Source: an optimization exercise on an open RTL-to-GDS flow (aim: small area, a short achievable clock period and few clock cycles). Production flows keep margins and buffers that such runs may drop. Function was checked by simulation only, so behaviour that the tests miss may differ from the original.

==> flow/design.v (excerpt) <==
module cordic(i_clk, i_rst, i_en, o_vld, o_cosine, o_sine, i_theta);
Size in the first run: about 100 flip-flops, roughly 0.0095 sq mm of cells after synthesis.
==> flow/config.mk <==
export PLATFORM = sky130hd
export DESIGN_NAME = cordic
export DESIGN_NICKNAME = cordic
export VERILOG_FILES = /design/flow/design.v
export SDC_FILE = /design/flow/constraint.sdc
export NUM_CORES = 4
export LEC_CHECK = 0
export ABC_AREA = 1
export CAP_MARGIN = 20
export CORE_MARGIN = 2
export CORE_UTILIZATION = 40
export SETUP_SLACK_MARGIN = 5
export SLEW_MARGIN = 20
export TNS_END_PERCENT = 0
==> flow/constraint.sdc <==
create_clock -name core_clock -period 10.0 [get_ports {i_clk}]
set_input_delay 2.0000 -clock core_clock [delete_from_list [all_inputs] [get_ports {i_clk}]]
set_output_delay 2.0000 -clock core_clock [all_outputs]
set_load 0.01 [all_outputs]
standard.sh (not shown) runs the stock make flow with config.mk's settings and CLKGATE_MAP_FILE= SYNTH_SCRIPT=/design/flow/synth_recipe.tcl, a recipe that flattens the netlist after the stock synthesis.
==> flow/flow/run.sh <==
#!/bin/bash
# The standard layout (the standard.sh), except that the port buffers
# buffer_ports inserts are buf_1 cells instead of the larger delay buffers it
# picks by default (every port still gets one), and repair_timing aims at a
# setup slack margin of 6.35 ns.
set -euo pipefail
export BUFFER_PORTS_ARGS="-buffer_cell sky130_fd_sc_hd__buf_1"
bash standard.sh SETUP_SLACK_MARGIN=6.35 finish > standard_flow.log 2>&1
Testbench counts at the start, summed over its fixed seeds: cycles 73,736.
Edit:
--- a/flow/flow/run.sh
+++ b/flow/flow/run.sh
@@ -5 +5 @@
-# setup slack margin of 6.35 ns.
+# setup slack margin of 6.7 ns.
@@ -8 +8 @@
-bash standard.sh SETUP_SLACK_MARGIN=6.35 finish > standard_flow.log 2>&1
+bash standard.sh SETUP_SLACK_MARGIN=6.7 finish > standard_flow.log 2>&1
The changed run completed without violations.
Cell area grows by 8.8%.
Final cell count grows by 2.5%.
First-iteration DRC count grows by 5.8%.
Register-to-register slack gains 230 ps.
Sequential share of layout area shrinks by 1.4 points.
Routed wire length grows by 4.8%.
Setup slack gains 200 ps.
Synthesized area is unchanged.
Via count grows by 3.0%.
Edit:
--- a/flow/flow/run.sh
+++ b/flow/flow/run.sh
@@ -5 +5 @@
-# setup slack margin of 6.7 ns.
+# setup slack margin of 6.5 ns.
@@ -8 +8 @@
-bash standard.sh SETUP_SLACK_MARGIN=6.7 finish > standard_flow.log 2>&1
+bash standard.sh SETUP_SLACK_MARGIN=6.5 finish > standard_flow.log 2>&1
Effect:
- die area stays the same

cordic, a different RTL version from the one above (not shown whole).
Size: about 1,400 cells after synthesis, roughly 0.0094 mm^2 of cells after synthesis.
==> flow/config.mk <==
export PLATFORM = sky130hd
export DESIGN_NAME = cordic
export DESIGN_NICKNAME = cordic
export VERILOG_FILES = /design/flow/design.v
export SDC_FILE = /design/flow/constraint.sdc
export NUM_CORES = 4
export LEC_CHECK = 0
export ABC_AREA = 1
export CAP_MARGIN = 20
export CORE_MARGIN = 2
export CORE_UTILIZATION = 40
export CTS_BUF_LIST = sky130_fd_sc_hd__clkbuf_8
export SETUP_SLACK_MARGIN = 5
export SLEW_MARGIN = 20
export TNS_END_PERCENT = 0
==> flow/constraint.sdc <==
create_clock -name core_clock -period 10.0 [get_ports {i_clk}]
set_input_delay 2.0000 -clock core_clock [delete_from_list [all_inputs] [get_ports {i_clk}]]
set_output_delay 2.0000 -clock core_clock [all_outputs]
set_load 0.01 [all_outputs]
==> flow/flow/run.sh <==
#!/bin/bash
# The standard layout (the standard.sh), except that the port buffers
# buffer_ports inserts are buf_1 cells instead of the larger delay buffers it
# picks by default (every port still gets one), and repair_timing aims at a
# setup slack margin of 6.5 ns.
set -euo pipefail
export BUFFER_PORTS_ARGS="-buffer_cell sky130_fd_sc_hd__buf_1"
bash standard.sh SETUP_SLACK_MARGIN=6.5 finish > standard_flow.log 2>&1
Testbench counts at the start, summed over its fixed seeds: cycles 73,736.
Edit:
- CAP_MARGIN: 20 -> 5
- CTS_BUF_LIST: sky130_fd_sc_hd__clkbuf_8 -> unset
- SLEW_MARGIN: 20 -> 5
Outcome: Hold slack is worse by 0.0046 ns; wire length came out higher by 1.6%.
Edit:
- CAP_MARGIN: 5 -> 20
- GPL_ROUTABILITY_DRIVEN: unset -> 0
- SLEW_MARGIN: 5 -> 20
Effect: Clock-buffer cell count rises by 2. Via count is lower slightly. Final cell count went up slightly. Critical path depth is lower by 15. Wire length came out lower by a few percent.

build 29:
Starting RTL as in the previous note.
clock: 10.0 ns
lec_check: 0
cap_margin: 20
core_margin: 2
core_utilization: 40
cts_cluster_diameter: 100
cts_cluster_size: 30
setup_slack_margin: 5
slew_margin: 20
==> flow/flow/run.sh <==
#!/bin/bash
# The standard layout (the standard.sh), except that the port buffers
# buffer_ports inserts are buf_1 cells instead of the larger delay buffers it
# picks by default (every port still gets one), and repair_timing aims at a
# setup slack margin of 6.0 ns.
set -euo pipefail
export BUFFER_PORTS_ARGS="-buffer_cell sky130_fd_sc_hd__buf_1"
bash standard.sh SETUP_SLACK_MARGIN=6.0 finish > standard_flow.log 2>&1
Testbench counts of build 29, summed over its fixed seeds: cycles 73,736.
### build 29 -> build 53
# build 29
export LEC_CHECK = 0
export CAP_MARGIN = 20
export CORE_MARGIN = 2
export CORE_UTILIZATION = 40
export CTS_CLUSTER_DIAMETER = 100
export CTS_CLUSTER_SIZE = 30
export SETUP_SLACK_MARGIN = 5
export SLEW_MARGIN = 20
create_clock -name core_clock -period 10.0 [get_ports {i_clk}]
# build 53
export LEC_CHECK = 0
export ABC_AREA = 1
export CAP_MARGIN = 20
export CORE_MARGIN = 2
export CORE_UTILIZATION = 40
export SETUP_SLACK_MARGIN = 5
export SLEW_MARGIN = 20
export TNS_END_PERCENT = 0
create_clock -name core_clock -period 10.0 [get_ports {i_clk}]
==> flow/run.sh (new file) <==
#!/bin/bash
# synth_recipe.tcl (not shown) runs the flow's synth.tcl, then flattens the netlist and writes it again
# the make line also repeats each setting of config.mk as NAME=value (left out here)
make -C /OpenROAD-flow-scripts/flow DESIGN_CONFIG=/design/flow/config.mk WORK_HOME=/design/flow/orfs CLKGATE_MAP_FILE= SYNTH_SCRIPT=/design/flow/synth_recipe.tcl finish
removed: flow/flow/run.sh
removed: flow/standard.sh
Notes after the runs:
- Build 53 ends up with a achievable frequency that is about 8% lower than in build 29.
- Re critical path depth: build 29 was lower than build 53.
- compound AO/OA/AOI/OAI gates as the main combinational cell family by area after synthesis was reported by build 29, and simple AND/OR/NAND/NOR gates by build 53.
- For global-route wire length before repair, dividing the value from build 53 by the value from build 29 gives 1.09.
- Build 53 vs. build 29: buffer count excluding the clock tree in the final layout down about 27%, number of storage elements in the synthesis netlist flat, wire length per cell after detailed routing down 9.4%, via count up about 14%.
Edits applied to the flow inputs when going from build 53 to build 63:
# build 53
export LEC_CHECK = 0
export ABC_AREA = 1
export CAP_MARGIN = 20
export CORE_MARGIN = 2
export CORE_UTILIZATION = 40
export SETUP_SLACK_MARGIN = 5
export SLEW_MARGIN = 20
export TNS_END_PERCENT = 0
create_clock -name core_clock -period 10.0 [get_ports {i_clk}]
# build 63
export LEC_CHECK = 0
export CAP_MARGIN = 20
export CORE_MARGIN = 2
export CORE_UTILIZATION = 40
export SETUP_SLACK_MARGIN = 5
export SLEW_MARGIN = 20
create_clock -name core_clock -period 10.0 [get_ports {i_clk}]
==> flow/flow/run.sh (new file) <==
#!/bin/bash
# The standard layout (the standard.sh), except that the port buffers
# buffer_ports inserts are buf_1 cells instead of the larger delay buffers it
# picks by default (every port still gets one), and repair_timing aims at a
# setup slack margin of 6.0 ns.
set -euo pipefail
export BUFFER_PORTS_ARGS="-buffer_cell sky130_fd_sc_hd__buf_1"
bash standard.sh SETUP_SLACK_MARGIN=6.0 finish > standard_flow.log 2>&1
==> flow/standard.sh (new file) <==
#!/bin/bash
# synth_recipe.tcl (not shown) runs the flow's synth.tcl, then flattens the netlist and writes it again
# the make line also repeats each setting of config.mk as NAME=value (left out here)
make -C /OpenROAD-flow-scripts/flow DESIGN_CONFIG=/design/flow/config.mk WORK_HOME=/design/flow/orfs CLKGATE_MAP_FILE= SYNTH_SCRIPT=/design/flow/synth_recipe.tcl "${@:-finish}"
removed: flow/run.sh
==> results.txt <==
Build 63: full flow OK, the timing, design-rule and antenna checks passed
Taking build 53 as the reference, in build 63 net total in the final layout saw a decrease, total non-filler cell area in the finished layout has decreased, setup slack after layout higher, largest stage delay on the critical path dropped 500 ps.
Run comparison: build 63 capture point of the worst path r2[18]; build 53 capture point of the worst path p[14]
Between build 53 and build 63, quantity of gates resized following cts increased.
For build 71, these inputs were changed with respect to build 63:
# build 63
export LEC_CHECK = 0
export CAP_MARGIN = 20
export CORE_MARGIN = 2
export CORE_UTILIZATION = 40
export SETUP_SLACK_MARGIN = 5
export SLEW_MARGIN = 20
create_clock -name core_clock -period 10.0 [get_ports {i_clk}]
# build 71
export LEC_CHECK = 0
export ABC_AREA = 1
export CAP_MARGIN = 20
export CORE_MARGIN = 2
export CORE_UTILIZATION = 40
export SETUP_SLACK_MARGIN = 5
export SLEW_MARGIN = 20
create_clock -name core_clock -period 10.0 [get_ports {i_clk}]
==> results.txt <==
- The multi-input combinational gate total in build 63 is 0.809 times that in build 71.
- In build 71 relative to build 63, summed area of non-filler cells in the final layout had gone down by a few percent.
- Via count of the routed design for build 71: about 15% up relative to build 63
- Cmp build 71 vs build 63: number of well taps higher in build 71
- The clock skew after layout of build 63 and that of build 71 are within noise of each other.
- Higher worst setup slack among build 71 and build 63: build 71
- Number of buffers other than clock buffers in the final layout ended up about 23% lower on build 71 than on build 63.
Relative to build 71, the following input files were edited for build 41:
# build 71
export LEC_CHECK = 0
export ABC_AREA = 1
export CAP_MARGIN = 20
export CORE_MARGIN = 2
export CORE_UTILIZATION = 40
export SETUP_SLACK_MARGIN = 5
export SLEW_MARGIN = 20
create_clock -name core_clock -period 10.0 [get_ports {i_clk}]
# build 41
export LEC_CHECK = 0
export ABC_AREA = 1
export CAP_MARGIN = 20
export CORE_MARGIN = 2
export CORE_UTILIZATION = 40
export PLACE_DENSITY = 0.8
export SETUP_SLACK_MARGIN = 5
export SLEW_MARGIN = 20
export TNS_END_PERCENT = 0
create_clock -name core_clock -period 10.0 [get_ports {i_clk}]
==> flow/flow/run.sh <==
#!/bin/bash
# The standard layout (the standard.sh), except that the port buffers
# buffer_ports inserts are buf_1 cells instead of the larger delay buffers it
# picks by default (every port still gets one), and repair_timing aims at a
# setup slack margin of 6.5 ns.
set -euo pipefail
export BUFFER_PORTS_ARGS="-buffer_cell sky130_fd_sc_hd__buf_1"
bash standard.sh SETUP_SLACK_MARGIN=6.5 finish > standard_flow.log 2>&1
==> results.txt <==
Cmp build 41 and build 71 / wire length on met3 / lower: build 71
For the layout inverter count without the clock tree, build 41 came in 1.9% higher than build 71 did.
--- input diff build 41..build 4 ---
# build 41
export LEC_CHECK = 0
export ABC_AREA = 1
export CAP_MARGIN = 20
export CORE_MARGIN = 2
export CORE_UTILIZATION = 40
export PLACE_DENSITY = 0.8
export SETUP_SLACK_MARGIN = 5
export SLEW_MARGIN = 20
export TNS_END_PERCENT = 0
create_clock -name core_clock -period 10.0 [get_ports {i_clk}]
# build 4
export LEC_CHECK = 0
export ABC_AREA = 1
export CAP_MARGIN = 20
export CORE_MARGIN = 2
export CORE_UTILIZATION = 40
export SETUP_SLACK_MARGIN = 5
export SLEW_MARGIN = 20
create_clock -name core_clock -period 10.0 [get_ports {i_clk}]
==> flow/flow/run.sh <==
#!/bin/bash
# The standard layout (the standard.sh), except that the port buffers
# buffer_ports inserts are buf_1 cells instead of the larger delay buffers it
# picks by default (every port still gets one), and repair_timing aims at a
# setup slack margin of 7.1 ns.
set -euo pipefail
export BUFFER_PORTS_ARGS="-buffer_cell sky130_fd_sc_hd__buf_1"
bash standard.sh SETUP_SLACK_MARGIN=7.1 finish > standard_flow.log 2>&1
Findings:
Compared with build 41, build 4 shows a fraction of layout instances using a drive strength above 1 that is 31 points higher.
Delta (build 4 minus build 41): highest attainable clock frequency higher; routed wire length higher; worst slack on hold paths higher.
Final core utilization: build 4 higher than build 41

Another version of the RTL of cordic (not shown whole).
Size: roughly 1100 cells after synthesis, ~110 flip-flops, roughly 76 I/O pins.
==> flow/design.v (excerpt) <==
module cordic(i_clk, i_rst, i_en, o_vld, o_cosine, o_sine, i_theta);
clock: 10.0 ns
lec_check: 0
cap_margin: 20
core_margin: 2
core_utilization: 60
place_density: 0.75
setup_slack_margin: 5
slew_margin: 20
==> flow/flow/run.sh <==
#!/bin/bash
# The standard layout (the standard.sh), except that the port buffers
# buffer_ports inserts are buf_1 cells instead of the larger delay buffers it
# picks by default (every port still gets one), and repair_timing aims at a
# setup slack margin of 6.0 ns.
set -euo pipefail
export BUFFER_PORTS_ARGS="-buffer_cell sky130_fd_sc_hd__buf_1"
bash standard.sh SETUP_SLACK_MARGIN=6.0 finish > standard_flow.log 2>&1
Testbench counts at the start, summed over its fixed seeds: cycles 73,736.
Next try:
CORE_UTILIZATION = 40   (was 60)
PLACE_DENSITY = 0.7   (was 0.75)
What happened: Worst setup slack gets better by 0.029 ns. Synthesized cell count stays the same.
Next try:
PLACE_DENSITY = unset   (was 0.7)
The changed run produced a clean layout.
Design area fell by 0.53%.
Sequential share of layout area rose by 0.11 points.
Clock-buffer cell count fell by 2.
Cell count fell by 0.49%.
Hold slack improved by 0.0072 ns.

cordic, a different RTL version from the one above (not shown whole).
Size: roughly 1200 cells after synthesis, about 76 I/O pins, ~0.0099 mm^2 of cells after synthesis.
// cordic
module cordic(i_clk, i_rst, i_en, o_vld, o_cosine, o_sine, i_theta);
==> flow/config.mk <==
export PLATFORM = sky130hd
export DESIGN_NAME = cordic
export DESIGN_NICKNAME = cordic
export VERILOG_FILES = /design/flow/design.v
export SDC_FILE = /design/flow/constraint.sdc
export NUM_CORES = 4
export LEC_CHECK = 0
export CAP_MARGIN = 20
export CORE_MARGIN = 2
export CORE_UTILIZATION = 40
export SETUP_SLACK_MARGIN = 5
export SLEW_MARGIN = 20
==> flow/constraint.sdc <==
create_clock -name core_clock -period 10.0 [get_ports {i_clk}]
set_input_delay 2.0000 -clock core_clock [delete_from_list [all_inputs] [get_ports {i_clk}]]
set_output_delay 2.0000 -clock core_clock [all_outputs]
set_load 0.01 [all_outputs]
run.sh (not shown) runs the stock make flow with config.mk's settings and CLKGATE_MAP_FILE= SYNTH_SCRIPT=/design/flow/synth_recipe.tcl, a recipe that flattens the netlist after the stock synthesis.
Stock flow here: none of the scripts above is used.
The first run passed the timing, design-rule and antenna checks.
Testbench counts at the start, summed over its fixed seeds: cycles 73,736.
==> next run, changes <==
==> flow/flow/run.sh (new file) <==
#!/bin/bash
# The standard layout (the standard.sh), except that the port buffers
# buffer_ports inserts are buf_1 cells instead of the larger delay buffers it
# picks by default (every port still gets one), and repair_timing aims at a
# setup slack margin of 6.0 ns.
set -euo pipefail
export BUFFER_PORTS_ARGS="-buffer_cell sky130_fd_sc_hd__buf_1"
bash standard.sh SETUP_SLACK_MARGIN=6.0 finish > standard_flow.log 2>&1
==> flow/standard.sh (new file) <==
#!/bin/bash
# synth_recipe.tcl (not shown) runs the flow's synth.tcl, then flattens the netlist and writes it again
# the make line also repeats each setting of config.mk as NAME=value (left out here)
make -C /OpenROAD-flow-scripts/flow DESIGN_CONFIG=/design/flow/config.mk WORK_HOME=/design/flow/orfs CLKGATE_MAP_FILE= SYNTH_SCRIPT=/design/flow/synth_recipe.tcl "${@:-finish}"
removed: flow/run.sh
=>
- die area is unchanged
- wire length rose by 1.9%
- global-route usage falls by 0.15 points
==> next run, changes <==
==> flow/flow/run.sh (replaced) <==
#!/bin/bash
# The standard layout (the standard.sh), except that the port buffers
# buffer_ports inserts are buf_1 cells instead of the larger delay buffers it
# picks by default (every port still gets one), and repair_timing aims at a
# setup slack margin of 5 ns.
set -euo pipefail
export BUFFER_PORTS_ARGS="-buffer_cell sky130_fd_sc_hd__buf_1"
bash standard.sh SETUP_SLACK_MARGIN=5 finish > standard_flow.log 2>&1
The new run passed the timing, design-rule and antenna checks.
Global-route usage decreases by 0.31 points.
Wire length went down by 3.3%.
First-iteration DRC count went down by 5.7%.
==> next run, changes <==
==> flow/flow/run.sh (replaced) <==
#!/bin/bash
# The standard layout (the standard.sh), except that the port buffers
# buffer_ports inserts are buf_1 cells instead of the larger delay buffers it
# picks by default (every port still gets one), and repair_timing aims at a
# setup slack margin of 6.0 ns.
set -euo pipefail
export BUFFER_PORTS_ARGS="-buffer_cell sky130_fd_sc_hd__buf_1"
bash standard.sh SETUP_SLACK_MARGIN=6.0 finish > standard_flow.log 2>&1
Settings changed: CORE_UTILIZATION 40 to 55, CTS_BUF_LIST set to sky130_fd_sc_hd__clkbuf_4 sky130_fd_sc_hd__clkbuf_8.
What happened: Global-route usage came out higher by 6.9 points; clock-buffer cell count stays the same; first-iteration DRC count goes up by about 20%; design area goes up by about 4.6%; worst setup slack gains 780 ps; critical path depth goes up by 3; utilization climbs by 18 points; wire length rose by about 0.56%.

## re-timing with driven ports
In the flow no input, the clock included, has a driving cell. The finished layouts below were timed again as built, in two steps.
Step 1 (the two cells are an assumption about what drives the block):
set clk [get_ports {i_clk}]
set_driving_cell -lib_cell sky130_fd_sc_hd__clkbuf_16 $clk
set_driving_cell -lib_cell sky130_fd_sc_hd__buf_2 [delete_from_list [all_inputs] $clk]
Step 2, shift: input delay + t, output delay - t, t = (earliest + latest rising clock arrival at the registers) / 2. This alone moves slack from input paths to output paths.
Slacks: no drivers / after step 1 / after step 2; pairs: no drivers / after step 1.
| run | shift t [ns] | slack for setup (ns) | worst hold slack (ns) | latest minus earliest clock arrival (ns) | worst register clock-pin slew, ns |
|---|---|---|---|---|---|
| the first run of note 1 | 0.408 | 6.553 / 6.567 / 6.163 | 0.447 / 0.447 / 0.447 | 0.019 / 0.019 | 0.09 / 0.09 |
| the second run of note 1 | 0.408 | 6.758 / 6.772 / 6.367 | 0.450 / 0.450 / 0.450 | 0.015 / 0.016 | 0.09 / 0.09 |
| the third run of note 1 | 0.409 | 6.708 / 6.705 / 6.366 | 0.447 / 0.447 / 0.447 | 0.019 / 0.019 | 0.09 / 0.09 |
| the first run of note 2 | 0.423 | 6.565 / 6.566 / 6.159 | 0.449 / 0.449 / 0.449 | 0.006 / 0.005 | 0.10 / 0.10 |
| the second run of note 2 | 0.397 | 6.649 / 6.649 / 6.319 | 0.445 / 0.445 / 0.445 | 0.006 / 0.005 | 0.07 / 0.07 |
| the third run of note 2 | 0.393 | 6.566 / 6.586 / 6.193 | 0.434 / 0.434 / 0.434 | 0.008 / 0.008 | 0.07 / 0.07 |
| build 29 | 0.407 | 6.043 / 6.043 / 6.043 | 0.456 / 0.456 / 0.456 | 0.006 / 0.006 | 0.07 / 0.07 |
| build 53 | 0.394 | 5.692 / 5.692 / 5.692 | 0.435 / 0.435 / 0.435 | 0.008 / 0.008 | 0.08 / 0.08 |
| build 63 | 0.407 | 6.043 / 6.043 / 6.043 | 0.456 / 0.456 / 0.456 | 0.006 / 0.006 | 0.07 / 0.07 |
| build 71 | 0.396 | 6.288 / 6.288 / 5.915 | 0.445 / 0.445 / 0.445 | 0.006 / 0.006 | 0.07 / 0.07 |
| build 41 | 0.396 | 6.596 / 6.596 / 6.256 | 0.437 / 0.437 / 0.437 | 0.012 / 0.012 | 0.08 / 0.08 |
| build 4 | 0.400 | 6.737 / 6.737 / 6.421 | 0.442 / 0.442 / 0.442 | 0.013 / 0.013 | 0.08 / 0.08 |
| the first run of note 4 | 0.408 | 5.967 / 5.967 / 5.967 | 0.482 / 0.482 / 0.482 | 0.010 / 0.010 | 0.08 / 0.08 |
| the second run of note 4 | 0.407 | 5.996 / 5.996 / 5.967 | 0.491 / 0.491 / 0.491 | 0.012 / 0.012 | 0.08 / 0.08 |
| the third run of note 4 | 0.408 | 6.102 / 6.102 / 5.865 | 0.498 / 0.498 / 0.498 | 0.011 / 0.011 | 0.08 / 0.08 |
| the first run of note 5 | 0.411 | 5.334 / 5.334 / 5.334 | 0.465 / 0.465 / 0.465 | 0.015 / 0.015 | 0.08 / 0.08 |
| the second run of note 5 | 0.409 | 5.995 / 5.995 / 5.693 | 0.461 / 0.461 / 0.461 | 0.017 / 0.018 | 0.08 / 0.08 |
| the third run of note 5 | 0.408 | 5.265 / 5.265 / 5.265 | 0.462 / 0.462 / 0.462 | 0.017 / 0.017 | 0.08 / 0.08 |
| the fourth run of note 5 | 0.435 | 6.043 / 6.043 / 5.799 | 0.464 / 0.464 / 0.464 | 0.010 / 0.010 | 0.12 / 0.12 |
After both steps setup and hold are still met in every run listed. The setup slack of the first run of note 2, which loses most, moves by +0.001 ns with the drivers and by -0.406 ns with both steps.
